Background: an optimization exercise with open tools, aiming at small area. Do not read the settings as production practice. Function was checked by simulation only, so behaviour that the tests miss may differ from the original. No activity file was given, so power comes from the tool's default toggle rates.

maple:
==> flow/design.v <==
module alu (
    input  wire [7:0] a,
    input  wire [7:0] b,
    input  wire [2:0] op,
    output reg  [7:0] result,
    output wire       equal_out,
    output wire       carry_out
);
    wire       sub = (op == 3'd1);
    wire [7:0] bx  = b ^ {8{sub}};
    wire [8:0] c;
    wire [7:0] s;
    assign c[0] = sub;
    genvar i;
    generate
        for (i = 0; i < 8; i = i + 1) begin : FA
            assign s[i]   = a[i] ^ bx[i] ^ c[i];
            assign c[i+1] = (a[i] & bx[i]) | (c[i] & (a[i] ^ bx[i]));
        end
    endgenerate
    wire       big = |b[7:3];
    wire       rt  = op[0];
    wire [7:0] ar  = {a[0], a[1], a[2], a[3], a[4], a[5], a[6], a[7]};
    wire [7:0] sh  = (rt ? ar : a) << b[2:0];
    wire [7:0] shr = {sh[0], sh[1], sh[2], sh[3], sh[4], sh[5], sh[6], sh[7]};
    wire [7:0] shv = big ? 8'd0 : (rt ? shr : sh);
    assign equal_out = (op == 3'd5) & (a == b);
    assign carry_out = (op == 3'd0) & c[8];
    always @(*) begin
        case (op)
            3'd0, 3'd1: result = s;
            3'd2:       result = a & b;
            3'd3:       result = a | b;
            3'd4:       result = ~a;
            3'd6, 3'd7: result = shv;
            default:    result = 8'd0;
        endcase
    end
endmodule
module sram_64x8 (
    input  wire       clk,
    input  wire       arst_n,
    input  wire [5:0] tau,        
    input  wire       swept,      
    input  wire       wr_req,     
    input  wire [5:0] addr,       
    input  wire [7:0] wdata,      
    output wire [7:0] rdata
);
    reg        wr_late;
    reg  [7:0] ring_e [0:31];     
    reg  [7:0] ring_o [0:31];     
    wire [5:0] pos = addr + tau;           
    wire       now = wr_req & ~pos[0];     
    wire       wr  = now | wr_late;
    wire [4:0] port = pos[5:1];            
    wire [7:0] wd  = swept ? wdata : 8'd0;
    wire [7:0] ring_q = pos[0] ? ring_o[pos[5:1]] : ring_e[pos[5:1]];
    assign rdata = ring_q ^ {8{pos[1] ^ pos[0]}};
    always @(posedge clk or negedge arst_n) begin
        if (!arst_n) begin
            wr_late <= 1'b0;
        end else begin
            wr_late <= wr_req & pos[0];
        end
    end
    integer q;
    always @(posedge clk) begin
        ring_e[0] <= ring_o[31];
        for (q = 1; q < 32; q = q + 1)
            ring_e[q] <= ring_o[q-1];
    end
    always @(posedge clk or negedge arst_n) begin
        if (!arst_n) begin
            for (q = 0; q < 32; q = q + 1)
                ring_o[q] <= (q % 2 == 0) ? 8'hff : 8'h00;
        end else begin
            for (q = 0; q < 32; q = q + 1)
                ring_o[q] <= ~(((wr & (port == q)) | ~swept) ? (wd ^ {8{q[0]}}) : ring_e[q]);
        end
    end
endmodule
module uc_8bits (
    input  wire        clk,
    input  wire        clk_valid,
    input  wire        arst_n,
    input  wire [7:0]  in,
    input  wire [15:0] flash_data,
    output wire [7:0]  out0, out1,
    output wire [11:0] pc_out,
    output wire        bootstrapping,
    output wire        cu_state,
    output wire        equal_flag, carry_flag,
    output wire        out_select
);
    reg        state;
    reg [11:0] pc;
    reg [3:0]  op;           
    reg [3:0]  rd;           
    reg [7:0]  ab;           
    reg [7:0]  a_q;          
    reg [1:0]  fl_src;       
    reg [1:0]  fl;           
    reg [7:0]  out_gpio;
    reg        out_sel;
    reg [5:0]  tau;
    reg        swept;        
    wire [3:0] f_op = flash_data[15:12];
    wire [3:0] ra   = ab[7:4];
    wire [3:0] rb   = ab[3:0];
    wire       f_rd_d  = (f_op == 4'd2) | (f_op == 4'd7);
    wire       ex_st   = (op == 4'd2);
    wire [3:0] rp_addr = state ? (ex_st ? flash_data[11:8] : rb)
                               : (f_rd_d ? flash_data[11:8] : flash_data[7:4]);
    wire [7:0] rp;
    wire [7:0] alu_y;
    wire       alu_eq, alu_c;
    alu ALU (.a(a_q), .b(rp), .op(op[2:0]), .result(alu_y),
             .equal_out(alu_eq), .carry_out(alu_c));
    wire       ex_v = clk_valid & state;
    reg        st_prev;      
    reg  [7:0] st_next;      
    wire [7:0] sram_q;
    sram_64x8 SRAM (.clk(clk), .arst_n(arst_n), .tau(tau), .swept(swept),
                    .wr_req(ex_v & (ex_st | st_prev)),
                    .addr({ra[1:0], rb}), .wdata(ex_st ? a_q : st_next),
                    .rdata(sram_q));
    wire        taken = (op == 4'd3) | ((op == 4'd4) & fl[1]) | ((op == 4'd5) & fl[0]);
    wire [11:0] pc_d  = taken ? {rd, ab} : pc + 12'd1;
    wire [7:0]  in_val = (pc_d[11:9] == 3'd0) ? flash_data[7:0] : in;
    always @(posedge clk or negedge arst_n) begin
        if (!arst_n) begin
            state <= 1'b0;
            pc    <= 12'd0;
            op    <= 4'd0;
            st_prev <= 1'b0;
        end else if (clk_valid) begin
            state <= ~state;
            if (!state) begin
                pc <= pc_d;
                op <= f_op;
                st_prev <= (op == 4'd2);
            end
        end
    end
    always @(posedge clk) begin
        if (clk_valid & ~state) begin
            rd <= flash_data[11:8];
            ab <= flash_data[7:0];
        end
        if (!state)
            a_q <= (f_op == 4'd6) ? in_val : rp;
        if (state & ex_st)
            st_next <= rp;
    end
    always @(posedge clk or negedge arst_n) begin
        if (!arst_n) begin
            fl_src   <= 2'b00;
            fl       <= 2'b00;
            out_gpio <= 8'd0;
            out_sel  <= 1'b0;
        end else if (clk_valid) begin
            if (state) begin
                fl_src <= {alu_eq, alu_c};
                if (op == 4'd7) begin
                    out_gpio <= a_q;
                    out_sel  <= rb[0];
                end
            end else begin
                fl <= fl_src;
            end
        end
    end
    always @(posedge clk or negedge arst_n) begin
        if (!arst_n) begin
            tau   <= 6'd0;
            swept <= 1'b0;
        end else begin
            tau   <= tau + 6'd1;
            swept <= 1'b1;
        end
    end
    wire       rf_we = ex_v & (op[3] | (op == 4'd1) | (op == 4'd6));
    wire [7:0] rf_wd = op[3] ? alu_y : (op[1] ? a_q : sram_q);
    regfile_ring RF (.clk(clk), .arst_n(arst_n), .tau(tau[3:0]), .swept(swept),
                     .wr_req(rf_we), .waddr(rd), .wdata(rf_wd),
                     .raddr(rp_addr), .rdata(rp));
    assign pc_out        = pc;
    assign bootstrapping = (pc[11:9] == 3'd0);
    assign cu_state      = state;
    assign equal_flag    = fl[1];
    assign carry_flag    = fl[0];
    assign out_select    = out_sel;
    assign out0          = out_sel ? 8'd0 : out_gpio;
    assign out1          = out_sel ? out_gpio : 8'd0;
endmodule
module regfile_ring (
    input  wire       clk,
    input  wire       arst_n,
    input  wire [3:0] tau,
    input  wire       swept,
    input  wire       wr_req,
    input  wire [3:0] waddr,      
    input  wire [7:0] wdata,      
    input  wire [3:0] raddr,
    output wire [7:0] rdata
);
    reg        wr_late;
    reg  [7:0] wbuf;
    reg  [7:0] ring_e [0:7];
    reg  [7:0] ring_o [0:7];
    wire [3:0] wpos = waddr + tau;
    wire       now  = wr_req & ~wpos[0];
    wire       wr   = now | wr_late;
    wire [2:0] port = wpos[3:1];
    wire [7:0] wd   = swept ? (wr_late ? wbuf : wdata) : 8'd0;
    wire [3:0] rpos = raddr + tau;
    wire [7:0] ring_q = (rpos[0] ? ring_o[rpos[3:1]] : ring_e[rpos[3:1]])
                        ^ {8{rpos[1] ^ rpos[0]}};
    assign rdata = (wr_late & (raddr == waddr)) ? wbuf : (swept ? ring_q : 8'd0);
    always @(posedge clk or negedge arst_n) begin
        if (!arst_n) wr_late <= 1'b0;
        else         wr_late <= wr_req & wpos[0];
    end
    integer q;
    always @(posedge clk) begin
        wbuf <= wdata;
        ring_e[0] <= ring_o[7];
        for (q = 1; q < 8; q = q + 1)
            ring_e[q] <= ring_o[q-1];
    end
    always @(posedge clk or negedge arst_n) begin
        if (!arst_n) begin
            for (q = 0; q < 8; q = q + 1)
                ring_o[q] <= (q % 2 == 0) ? 8'hff : 8'h00;
        end else begin
            for (q = 0; q < 8; q = q + 1)
                ring_o[q] <= ~(((wr & (port == q)) | ~swept) ? (wd ^ {8{q[0]}}) : ring_e[q]);
        end
    end
endmodule
Settings: LEC_CHECK=0, ABC_AREA=1, CAP_MARGIN=0, CORE_MARGIN=2, CORE_UTILIZATION=70, SLEW_MARGIN=0; clock period 10.0 ns.
standard.sh (not shown) runs the stock make flow with config.mk's settings and CLKGATE_MAP_FILE= SYNTH_SCRIPT=/design/flow/synth_recipe.tcl, a recipe that flattens the netlist after the stock synthesis.
==> flow/flow/run.sh <==
#!/bin/bash
# The standard layout (standard.sh) with these changes to how it is made:
# - clock tree synthesis without dummy loads and with larger sink clusters
# - plain buf_1 port buffers
set -euo pipefail
here=$(pwd)
sed "s|^source \$::env(SCRIPTS_DIR)/synth.tcl|proc abc {args} { set i [lsearch \$args -script]; lset args [expr {\$i+1}] $here/flow/abc_area.script; yosys abc {*}\$args }\nsource \$::env(SCRIPTS_DIR)/synth.tcl|" synth_recipe.tcl > flow_synth.tcl
sed "s|SYNTH_SCRIPT=[^ ]*|SYNTH_SCRIPT=$here/flow_synth.tcl|" standard.sh > flow_standard.sh
export CTS_ARGS="-sink_clustering_enable -repair_clock_nets -dont_use_dummy_load -buf_list sky130_fd_sc_hd__clkbuf_8 -sink_clustering_size 16 -sink_clustering_max_diameter 60"
export BUFFER_PORTS_ARGS="-buffer_cell sky130_fd_sc_hd__buf_1"
bash flow_standard.sh > standard_flow.log 2>&1
==> flow/flow/abc_area.script <==
strash
dch -f
amap
strash
dch -f
amap
topo
stime -c
upsize -c
dnsize -c
The final report for maple shows a completed flow and a layout that fails verification, specifically slew limit.
### maple -> delta
Settings: CORE_UTILIZATION changed from 70 to 60; CAP_MARGIN changed from 0 to 10; SLEW_MARGIN changed from 0 to 10.
==> flow/flow/abc_area.script <==
strash
dch -f
amap
strash
dch -f
amap
topo
Findings:
The flow did not stop early for delta: all stages ran, and the layout cleared the timing, DRC and antenna checks.
In delta, final standard cell area without fillers is higher than in maple.
Status: number of maximum-capacitance constraint violations parity (delta, maple)
Looking only at utilization, and setting everything else aside, the higher value of maple and delta goes to maple.
maple and delta ended up with nearly the same reported sequential group power.
Between delta and maple, the power in combinational cells figures differ only marginally.
Higher post-route worst hold slack goes to maple over delta.
delta vs. maple: worst setup slack climbed 0.14 ns, share of power burned in the clock network climbed 0.2 points, total power barely changed, horizontal die dimension climbed 7.5%.
Termination of the worst setup path: RF.ring_o[3][7] -> maple, RF.ring_o[0][7] -> delta
Any difference in insertion delay of the later-clocked pin in the worst-skew pair between delta and maple is small enough to ignore.
For cedar, these inputs were changed with respect to delta:
==> flow/flow/abc_area.script <==
strash
dch -f
amap
strash
dch -f
amap
strash
dch -f
amap
strash
dch -f
amap
topo
### Flow results
- Wire length per cell after detailed routing was lower in delta than in cedar.
- Going from delta to cedar, number of DRC markers in iteration 0 grew by more than 10%.
- On final wirelength, delta beats cedar.
Input changes introduced in quartz (baseline for comparison: cedar):
Settings: SLEW_MARGIN now 0, was 10; CAP_MARGIN now 0, was 10; CORE_UTILIZATION now 70, was 60; GPL_TIMING_DRIVEN now 0, previously not set.
==> flow/flow/abc_area.script <==
strash
dch -f
amap
strash
dch -f
amap
topo
stime -c
buffer -c
upsize -c
dnsize -c
### Flow results
- cedar → quartz: worst hold slack shrank by 0.0068 ns, met2 usage in global routing moved up.
- Although quartz finished all stages, its layout failed final checks on capacitance limit, slew limit.
- cedar: full flow OK, the timing, DRC and antenna checks passed
- cedar vs quartz, highest routed metal layer: met4 vs met5
- cedar → quartz: synthesized cell count saw an increase, die footprint lower, register clock-pin slew on the reported worst setup and hold paths about even, post-synthesis share of cell area spent on and, or, nand and nor gates now smaller, power increased about 0.6%.

* * *

Starts from the design.v that is shown in full above.
clock: 10.0 ns
lec_check: 0
abc_area: 1
cap_margin: 10
core_margin: 2
core_utilization: 55
slew_margin: 10
==> flow/flow/abc_area.script <==
strash
dch -f
amap
strash
dch -f
amap
topo
stime -c
buffer -c
upsize -c
dnsize -c
Scripts as last shown in full above: flow/flow/run.sh
Change:
==> flow/flow/abc_area.script (replaced) <==
strash
dch -f
amap
strash
dch -f
amap
topo
CORE_UTILIZATION = 65   (was 55)
Outcome: Synthesized area shrinks by about 2.2%; setup slack is worse by 0.072 ns; core utilization rose by 12 points; wire length falls by about 4%; final area decreases by about 0.7%; worst hold slack got worse by 0.021 ns; fmax is lower by about 0.8%; clock-buffer cell count drops by 2; clock skew rises by 0.022 ns.

* * *

Setup of trial 74:
uc_8bits, a different RTL version from the one above (not shown whole).
Size in the first run: about 3,300 cells after synthesis, ~60 I/O pins, ~29,000 um2 of cells after synthesis.
Settings: LEC_CHECK=0, ABC_AREA=1, CAP_MARGIN=0, CORE_MARGIN=2, CORE_UTILIZATION=70, SLEW_MARGIN=0; clock period 10.0 ns.
==> flow/flow/run.sh <==
#!/bin/bash
# The standard layout (standard.sh), with two changes to what it builds:
# clock tree synthesis without dummy loads and with larger sink clusters
# (clkbuf_8), and plain buf_1 port buffers.
set -euo pipefail
export CTS_ARGS="-sink_clustering_enable -repair_clock_nets -dont_use_dummy_load -buf_list sky130_fd_sc_hd__clkbuf_8 -sink_clustering_size 16 -sink_clustering_max_diameter 60"
export BUFFER_PORTS_ARGS="-buffer_cell sky130_fd_sc_hd__buf_1"
bash standard.sh > standard_flow.log 2>&1
Trial 74 went all the way through synthesis, placement and routing and the layout is clean on timing, DRC and antenna.
The following lists how trial 24 was set up differently from trial 74:
==> flow/flow/run.sh <==
#!/bin/bash
# The standard layout (standard.sh) with these changes to how it is made:
# - clock tree synthesis without dummy loads and with larger sink clusters
# - plain buf_1 port buffers
set -euo pipefail
here=$(pwd)
sed "s|^source \$::env(SCRIPTS_DIR)/synth.tcl|proc abc {args} { set i [lsearch \$args -script]; lset args [expr {\$i+1}] $here/flow/abc_area.script; yosys abc {*}\$args }\nsource \$::env(SCRIPTS_DIR)/synth.tcl|" synth_recipe.tcl > flow_synth.tcl
sed "s|SYNTH_SCRIPT=[^ ]*|SYNTH_SCRIPT=$here/flow_synth.tcl|" standard.sh > flow_standard.sh
export CTS_ARGS="-sink_clustering_enable -repair_clock_nets -dont_use_dummy_load -buf_list sky130_fd_sc_hd__clkbuf_8 -sink_clustering_size 16 -sink_clustering_max_diameter 60"
export BUFFER_PORTS_ARGS="-buffer_cell sky130_fd_sc_hd__buf_1"
bash flow_standard.sh > standard_flow.log 2>&1
==> flow/flow/abc_area.script (new file) <==
strash
dch -f
amap
strash
dch -f
amap
topo
### Flow results
Synthesized netlist net count: trial 74 and trial 24 compared, lower one is trial 24. Trial 24 against trial 74: met2 wire length stayed essentially flat, met1 demand-to-capacity share in global routing fell by 6.5 points, minimum clock period after layout rose by 0.95 ns. On non-clock buffer instance count of the final layout: between trial 74 and trial 24, it ends up higher for trial 24. Trial 24 ended up with o21ai_0 as its standard cell with the maximum stage delay on the critical path; trial 74 ended up with nor2_1. Of trial 74 and trial 24, the higher part of the total power dissipated in the clock network belongs to trial 24. Trial 74 has a lower sequential share of layout area than trial 24. Trial 74 has higher worst hold slack than trial 24. Comparing trial 74 and trial 24, the lower share of the clock period used by the worst path after layout was measured on trial 74.

* * *

Setup of job 101:
Another version of the RTL of uc_8bits (not shown whole).
Size: ~3800 cells after synthesis, ~710 flip-flops, about 30000 um^2 of cells after synthesis.
export LEC_CHECK = 0
export ABC_AREA = 1
export CAP_MARGIN = 10
export CORE_MARGIN = 2
export CORE_UTILIZATION = 55
export CTS_BUF_LIST = sky130_fd_sc_hd__clkbuf_4
export SLEW_MARGIN = 10
create_clock -name core_clock -period 10.0 [get_ports {clk}]
==> flow/flow/run.sh <==
#!/bin/bash
# The standard layout (standard.sh), with two changes to what it builds:
# clock tree synthesis without dummy loads, and plain buf_1 port buffers.
set -euo pipefail
export CTS_ARGS="-sink_clustering_enable -repair_clock_nets -dont_use_dummy_load -buf_list sky130_fd_sc_hd__clkbuf_4"
export BUFFER_PORTS_ARGS="-buffer_cell sky130_fd_sc_hd__buf_1"
bash standard.sh > standard_flow.log 2>&1
Inputs modified between job 101 and job 102:
==> flow/run.sh (new file) <==
#!/bin/bash
# synth_recipe.tcl (not shown) runs the flow's synth.tcl, then flattens the netlist and writes it again
# the make line also repeats each setting of config.mk as NAME=value (left out here)
make -C /OpenROAD-flow-scripts/flow DESIGN_CONFIG=/design/flow/config.mk WORK_HOME=/design/flow/orfs CLKGATE_MAP_FILE= SYNTH_SCRIPT=/design/flow/synth_recipe.tcl finish
removed: flow/flow/run.sh
removed: flow/standard.sh
### Flow results
Job 102 completed every stage of the flow, and the final layout passed the timing, DRC and antenna checks. Capturing element of the worst setup path = regs[11][6]$_DFFE_PN0P_: job 102; capturing element of the worst setup path = regs[15][6]$_DFFE_PN0P_: job 101. [compare] base=job 101 new=job 102: met2 routing resource usage after global routing rose 3.8 points, power per cell area +7.0%, multi-input combinational cell area about even. Worst hold slack after final layout in job 102 is 24 ps above job 101. Count of clock-buffer cells in the layout is higher on job 102. In job 102 the sequential share of layout area turned out 2.0 points lower than in job 101. Clock power on job 102 is up relative to job 101. Wire: job 102 routes more than job 101. There was hardly any difference in clock insertion delay at the later pin of the skew report between job 102 and job 101.

## what the ideal ports hide
In the flow no input, the clock included, has a driving cell. The finished layouts below were timed again as built, in two steps.
Step 1: set_driving_cell puts a clkbuf_16 on clk and a buf_2 on each other input, an assumption about the parent block.
Step 2 moves the port delays by t, midway between the first and last clock arrival at a register: inputs arrive t later, outputs are due t later. That takes back most of the time a late clock gives input paths.
Slacks: ideal / step 1 / step 2; pairs: ideal / step 1.
| run | shift t [ns] | slack for setup (ns) | pins driven straight from the clock port |
|---|---|---|---|
| maple | 0.731 | 0.557 / 0.588 / -0.143 | 1 |
| delta | 0.739 | 0.697 / 0.697 / -0.001 | 1 |
| cedar | 0.752 | 0.660 / 0.693 / -0.060 | 1 |
| quartz | 0.723 | 0.359 / 0.380 / -0.343 | 1 |
| the first run of note 2 | 0.736 | 0.654 / 0.688 / -0.048 | 1 |
| the second run of note 2 | 0.732 | 0.582 / 0.614 / -0.118 | 1 |
| trial 74 | 0.754 | 1.482 / 1.514 / 0.760 | 1 |
| trial 24 | 0.725 | 0.533 / 0.566 / -0.159 | 1 |
| job 101 | 1.089 | 4.597 / 4.597 / 3.634 | 1 |
| job 102 | 1.131 | 4.163 / 4.200 / 3.069 | 1 |
For job 102, which loses most, drivers alone change the setup slack by +0.037 ns; drivers and shift together by -1.094 ns.
